From an optimization exercise on the open Yosys and OpenROAD flow, aimed at small area; shortcuts taken in it are not production practice. At most, simulation tests tie the RTL to the original design; equivalence was not proved.

==> inputs of trial 26 <==
==> flow/design.v <==
module lbmem(input CLK, input RESET, input [7:0] wdata, input wen, output [7:0] rdata, output valid);
  reg [7:0] sr [0:63];
  reg state;
  reg [2:0] cnt;
  integer i;
  wire we = wen & ~RESET;
  always @(posedge CLK) begin
    if (we) begin
      sr[0] <= wdata;
      for (i = 1; i < 64; i = i + 1)
        sr[i] <= sr[i-1];
    end
  end
  always @(posedge CLK or posedge RESET) begin
    if (RESET) begin
      state <= 1'b0;
      cnt <= 3'h0;
    end else begin
      if (state == 1'b0) begin
        cnt <= cnt + {2'h0, wen};
        state <= (cnt == 3'h7 & wen);
      end else begin
        cnt <= wen ? cnt : cnt - 1'b1;
        state <= (cnt != 3'h1 | wen);
      end
    end
  end
  assign valid = (state & (cnt != 3'h1 | wen)) | (cnt == 3'h7 & wen);
  wire [7:0] c1;   
  genvar j;
  generate
    for (j = 0; j < 8; j = j + 1) begin : dec
      assign c1[j] = (cnt == j);
    end
  endgenerate
  wire [7:0] hit;
  generate
    for (j = 0; j < 8; j = j + 1) begin : sel
      assign hit[j] = wen ? c1[(j + 1) % 8] : c1[(j + 2) % 8];
    end
  endgenerate
  wire [7:0] w [0:7];
  generate
    for (j = 0; j < 7; j = j + 1) begin : src
      assign w[j] = sr[j];
    end
  endgenerate
  assign w[7] = sr[63];
  reg [7:0] rd;
  integer k;
  always @(*) begin
    rd = 8'h00;
    for (k = 0; k < 8; k = k + 1)
      rd = rd | (w[k] & {8{hit[k]}});
  end
  assign rdata = rd;
endmodule
==> flow/flow/run.sh <==
#!/bin/bash
# Standard ORFS layout with three changes:
#  - synthesis maps the logic with an area-oriented ABC script and without
#    Yosys's adder extraction (registers are unchanged: same synthesis script,
#    only the combinational mapping differs);
#  - the clock tree is built without dummy loads, from one buffer size;
#  - the port buffers are the smallest buffer.
# Full tool output goes to flow.log; ORFS's per-step logs stay under orfs/logs/.
set -euo pipefail
W=$PWD
rm -rf "$W/myscripts"
cp -r "$FLOW_HOME/scripts" "$W/myscripts"
printf 'strash\ndch\namap\ntopo\n' > "$W/myscripts/abc_area.script"
CTS="-sink_clustering_enable -repair_clock_nets -dont_use_dummy_load -buf_list sky130_fd_sc_hd__clkbuf_4 -sink_clustering_size 12 -sink_clustering_max_diameter 50"
bash standard.sh "SCRIPTS_DIR=$W/myscripts" "ADDER_MAP_FILE=" "ABC_AREA=1" "CTS_ARGS=$CTS" \
  "BUFFER_PORTS_ARGS=-buffer_cell sky130_fd_sc_hd__buf_1" finish > "$W/flow.log" 2>&1
==> flow/standard.sh <==
#!/bin/bash
# synth_recipe.tcl (not shown) runs the flow's synth.tcl, then flattens the netlist and writes it again
# the make line also repeats each setting of config.mk as NAME=value (left out here)
make -C /OpenROAD-flow-scripts/flow DESIGN_CONFIG=/design/flow/config.mk WORK_HOME=/design/flow/orfs CLKGATE_MAP_FILE= SYNTH_SCRIPT=/design/flow/synth_recipe.tcl "${@:-finish}"
==> flow/config.mk <==
export PLATFORM = sky130hd
export DESIGN_NAME = lbmem
export DESIGN_NICKNAME = lbmem
export VERILOG_FILES = /design/flow/design.v
export SDC_FILE = /design/flow/constraint.sdc
export NUM_CORES = 4
export LEC_CHECK = 0
export ABC_AREA = 1
export CAP_MARGIN = 5
export CORE_MARGIN = 2
export CORE_UTILIZATION = 70
export SETUP_SLACK_MARGIN = 0.2
export SLEW_MARGIN = 5
==> flow/constraint.sdc <==
create_clock -name core_clock -period 8.0 [get_ports {CLK}]
set_input_delay 1.6000 -clock core_clock [delete_from_list [all_inputs] [get_ports {CLK}]]
set_output_delay 1.6000 -clock core_clock [all_outputs]
set_load 0.01 [all_outputs]
==> build 61 (differences from trial 26) <==
==> flow/design.v, changed modules only <==
module lbmem(input CLK, input RESET, input [7:0] wdata, input wen, output [7:0] rdata, output valid);
  reg [7:0] sr [0:63];
  reg state;
  reg [2:0] cnt;
  integer i;
  wire we = wen & ~RESET;
  always @(posedge CLK) begin
    if (we) begin
      sr[0] <= wdata;
      for (i = 1; i < 64; i = i + 1)
        sr[i] <= sr[i-1];
    end
  end
  always @(posedge CLK or posedge RESET) begin
    if (RESET) begin
      state <= 1'b0;
      cnt <= 3'h0;
    end else begin
      if (state == 1'b0) begin
        cnt <= cnt + {2'h0, wen};
        state <= (cnt == 3'h7 & wen);
      end else begin
        cnt <= wen ? cnt : cnt - 1'b1;
        state <= (cnt != 3'h1 | wen);
      end
    end
  end
  assign valid = (state & (cnt != 3'h1 | wen)) | (cnt == 3'h7 & wen);
  wire [2:0] sel = wen ? cnt - 3'd1 : cnt - 3'd2;
  reg [7:0] rd;
  always @(*) begin
    case (sel)
      3'd0: rd = sr[0];
      3'd1: rd = sr[1];
      3'd2: rd = sr[2];
      3'd3: rd = sr[3];
      3'd4: rd = sr[4];
      3'd5: rd = sr[5];
      3'd6: rd = sr[6];
      default: rd = sr[63];
    endcase
  end
  assign rdata = rd;
endmodule
==> flow/run.sh (new file) <==
#!/bin/bash
# synth_recipe.tcl (not shown) runs the flow's synth.tcl, then flattens the netlist and writes it again
# the make line also repeats each setting of config.mk as NAME=value (left out here)
make -C /OpenROAD-flow-scripts/flow DESIGN_CONFIG=/design/flow/config.mk WORK_HOME=/design/flow/orfs CLKGATE_MAP_FILE= SYNTH_SCRIPT=/design/flow/synth_recipe.tcl finish
- ABC_AREA: 1 -> unset
- CAP_MARGIN: 5 -> 20
- CORE_UTILIZATION: 70 -> 60
- CTS_BUF_LIST: unset -> sky130_fd_sc_hd__clkbuf_4 sky130_fd_sc_hd__clkbuf_8
- SLEW_MARGIN: 5 -> 20
removed: flow/flow/run.sh
removed: flow/standard.sh
==> trial 43 (differences from trial 26) <==
==> flow/design.v, changed modules only <==
module lbmem(input CLK, input RESET, input [7:0] wdata, input wen, output [7:0] rdata, output valid);
  reg [7:0] data [0:63];
  reg state;
  reg [2:0] cnt;
  reg [5:0] waddr;
  wire [5:0] raddr;
  always @(posedge CLK or posedge RESET) begin
    if (RESET) begin
        state <= 1'b0;
        cnt <= 5'h0;
        waddr <= 6'h0;
    end else begin
      if (state==1'b0) begin
        cnt <= cnt + {3'h0,wen};
        state <= (cnt==3'h7 & wen);  
      end
      else begin
        cnt <= wen ? cnt : cnt-1'b1;
        state <= (cnt!=3'h1 | wen);
      end
      if (wen) begin
        data[waddr] <= wdata;
        waddr <= waddr+1'b1;
      end
    end
  end
  assign valid = (state & (cnt!=3'h1 | wen)) | (cnt == 3'h7 & wen); 
  assign raddr = waddr - {2'h0, (wen ? cnt : cnt-1'b1)};
  assign rdata = data[raddr];
endmodule
==> flow/run.sh (new file) <==
#!/bin/bash
# synth_recipe.tcl (not shown) runs the flow's synth.tcl, then flattens the netlist and writes it again
# the make line also repeats each setting of config.mk as NAME=value (left out here)
make -C /OpenROAD-flow-scripts/flow DESIGN_CONFIG=/design/flow/config.mk WORK_HOME=/design/flow/orfs CLKGATE_MAP_FILE= SYNTH_SCRIPT=/design/flow/synth_recipe.tcl finish
- ABC_AREA: 1 -> unset
- CAP_MARGIN: 5 -> 20
- CORE_UTILIZATION: 70 -> 40
- SLEW_MARGIN: 5 -> 20
removed: flow/flow/run.sh
removed: flow/standard.sh
==> trial 16 (differences from trial 26) <==
==> flow/design.v, changed modules only <==
module lbmem(input CLK, input RESET, input [7:0] wdata, input wen, output [7:0] rdata, output valid);
  reg [7:0] sr [0:63];
  reg pol;
  reg state;
  reg [2:0] cnt;
  integer i;
  wire we = wen & ~RESET;
  always @(posedge CLK) begin
    sr[0] <= we ? ~(wdata ^ {8{pol}}) : ~sr[0];
    for (i = 1; i < 64; i = i + 1)
      sr[i] <= we ? ~sr[i-1] : ~sr[i];
  end
  always @(posedge CLK or posedge RESET) begin
    if (RESET) begin
      pol <= 1'b0;
      state <= 1'b0;
      cnt <= 3'h0;
    end else begin
      pol <= ~pol;
      if (state == 1'b0) begin
        cnt <= cnt + {2'h0, wen};
        state <= (cnt == 3'h7 & wen);
      end else begin
        cnt <= wen ? cnt : cnt - 1'b1;
        state <= (cnt != 3'h1 | wen);
      end
    end
  end
  assign valid = (state & (cnt != 3'h1 | wen)) | (cnt == 3'h7 & wen);
  wire [7:0] c1;   
  genvar j;
  generate
    for (j = 0; j < 8; j = j + 1) begin : dec
      assign c1[j] = (cnt == j);
    end
  endgenerate
  wire [7:0] hit;
  generate
    for (j = 0; j < 8; j = j + 1) begin : sel
      assign hit[j] = wen ? c1[(j + 1) % 8] : c1[(j + 2) % 8];
    end
  endgenerate
  wire [7:0] w [0:7];
  generate
    for (j = 0; j < 7; j = j + 1) begin : src
      assign w[j] = sr[j];
    end
  endgenerate
  assign w[7] = sr[63];
  reg [7:0] rd;
  integer k;
  always @(*) begin
    rd = 8'h00;
    for (k = 0; k < 8; k = k + 1)
      rd = rd | (w[k] & {8{hit[k]}});
  end
  assign rdata = rd ^ {8{pol}};
endmodule
- CAP_MARGIN: 5 -> 10
- GPL_TIMING_DRIVEN: unset -> 0
- SLEW_MARGIN: 5 -> 10
==> results.txt <==
- Against trial 43, the critical path depth of trial 16 is higher by 1.
- The highest maximum frequency belongs to trial 26, the lowest to trial 43.
- Design area, highest first: trial 43, build 61, trial 26, trial 16.
- Against trial 16, the synthesized area of trial 26 is larger by about 12%.
- The first-iteration DRC count of trial 43 is 4.7 times that of build 61.
==> figures <==
	trial 43	build 61	trial 26	trial 16
R2R depth	2	4	4	3
Result of the run	complete, no violations	complete, no violations	complete, no violations	complete, no violations
Per-instance average area after synthesis	15.2 sq um	25.8 sq um	26.9 sq um	12.5 sq um
Via count	14571	6098	5598	9521
Post-route non-filler standard cell count	2245	1132	952	1494
CTS Sinks	522	516	516	517
Fraction of the yosys area taken by sequential cells	74.3%	93.7%	97.2%	73.1%
Number of buffers and inverters on the critical path	4	2	2	5
Number of flops mapped to enable cells by yosys	512	512	512	0
Buffer count from post-CTS setup fixing	4	0	0	0
Die Span X	233 um	170 um	155 um	146 um
Function not checked in build 61 and trial 43: the RTL went through the layout flow alone.

[separate check: timing with driven ports]
In the flow no input, the clock included, has a driving cell. The finished layouts below were timed again as built, in two steps. Step 1: set_driving_cell puts a clkbuf_16 on CLK and a buf_2 on each other input, an assumption about the parent block. Step 2 moves the port delays by t, midway between the first and last clock arrival at a register: inputs arrive t later, outputs are due t later. That takes back most of the time a late clock gives input paths. Slacks: ideal / step 1 / step 2; pairs: ideal / step 1.
| run | t (ns) | slack for setup (ns) | worst setup path at the end | worst register clock-pin slew, ns | worst slew at a driven data input, ns |
|---|---|---|---|---|---|
| trial 26 | 0.678 | 2.337 / 2.310 / 2.310 | input to output | 0.12 / 0.12 | 0.03 |
| build 61 | 0.611 | 1.623 / 1.568 / 1.568 | input to output | 0.07 / 0.07 | 0.07 |
| trial 43 | 0.664 | 0.129 / 0.106 / 0.106 | input to output | 0.07 / 0.07 | 0.03 |
| trial 16 | 0.710 | 2.103 / 2.078 / 2.078 | input to output | 0.12 / 0.12 | 0.03 |
After both steps setup and hold are still met in every run listed. The setup slack of build 61, which loses most, moves by -0.055 ns with the drivers and by -0.055 ns with both steps.
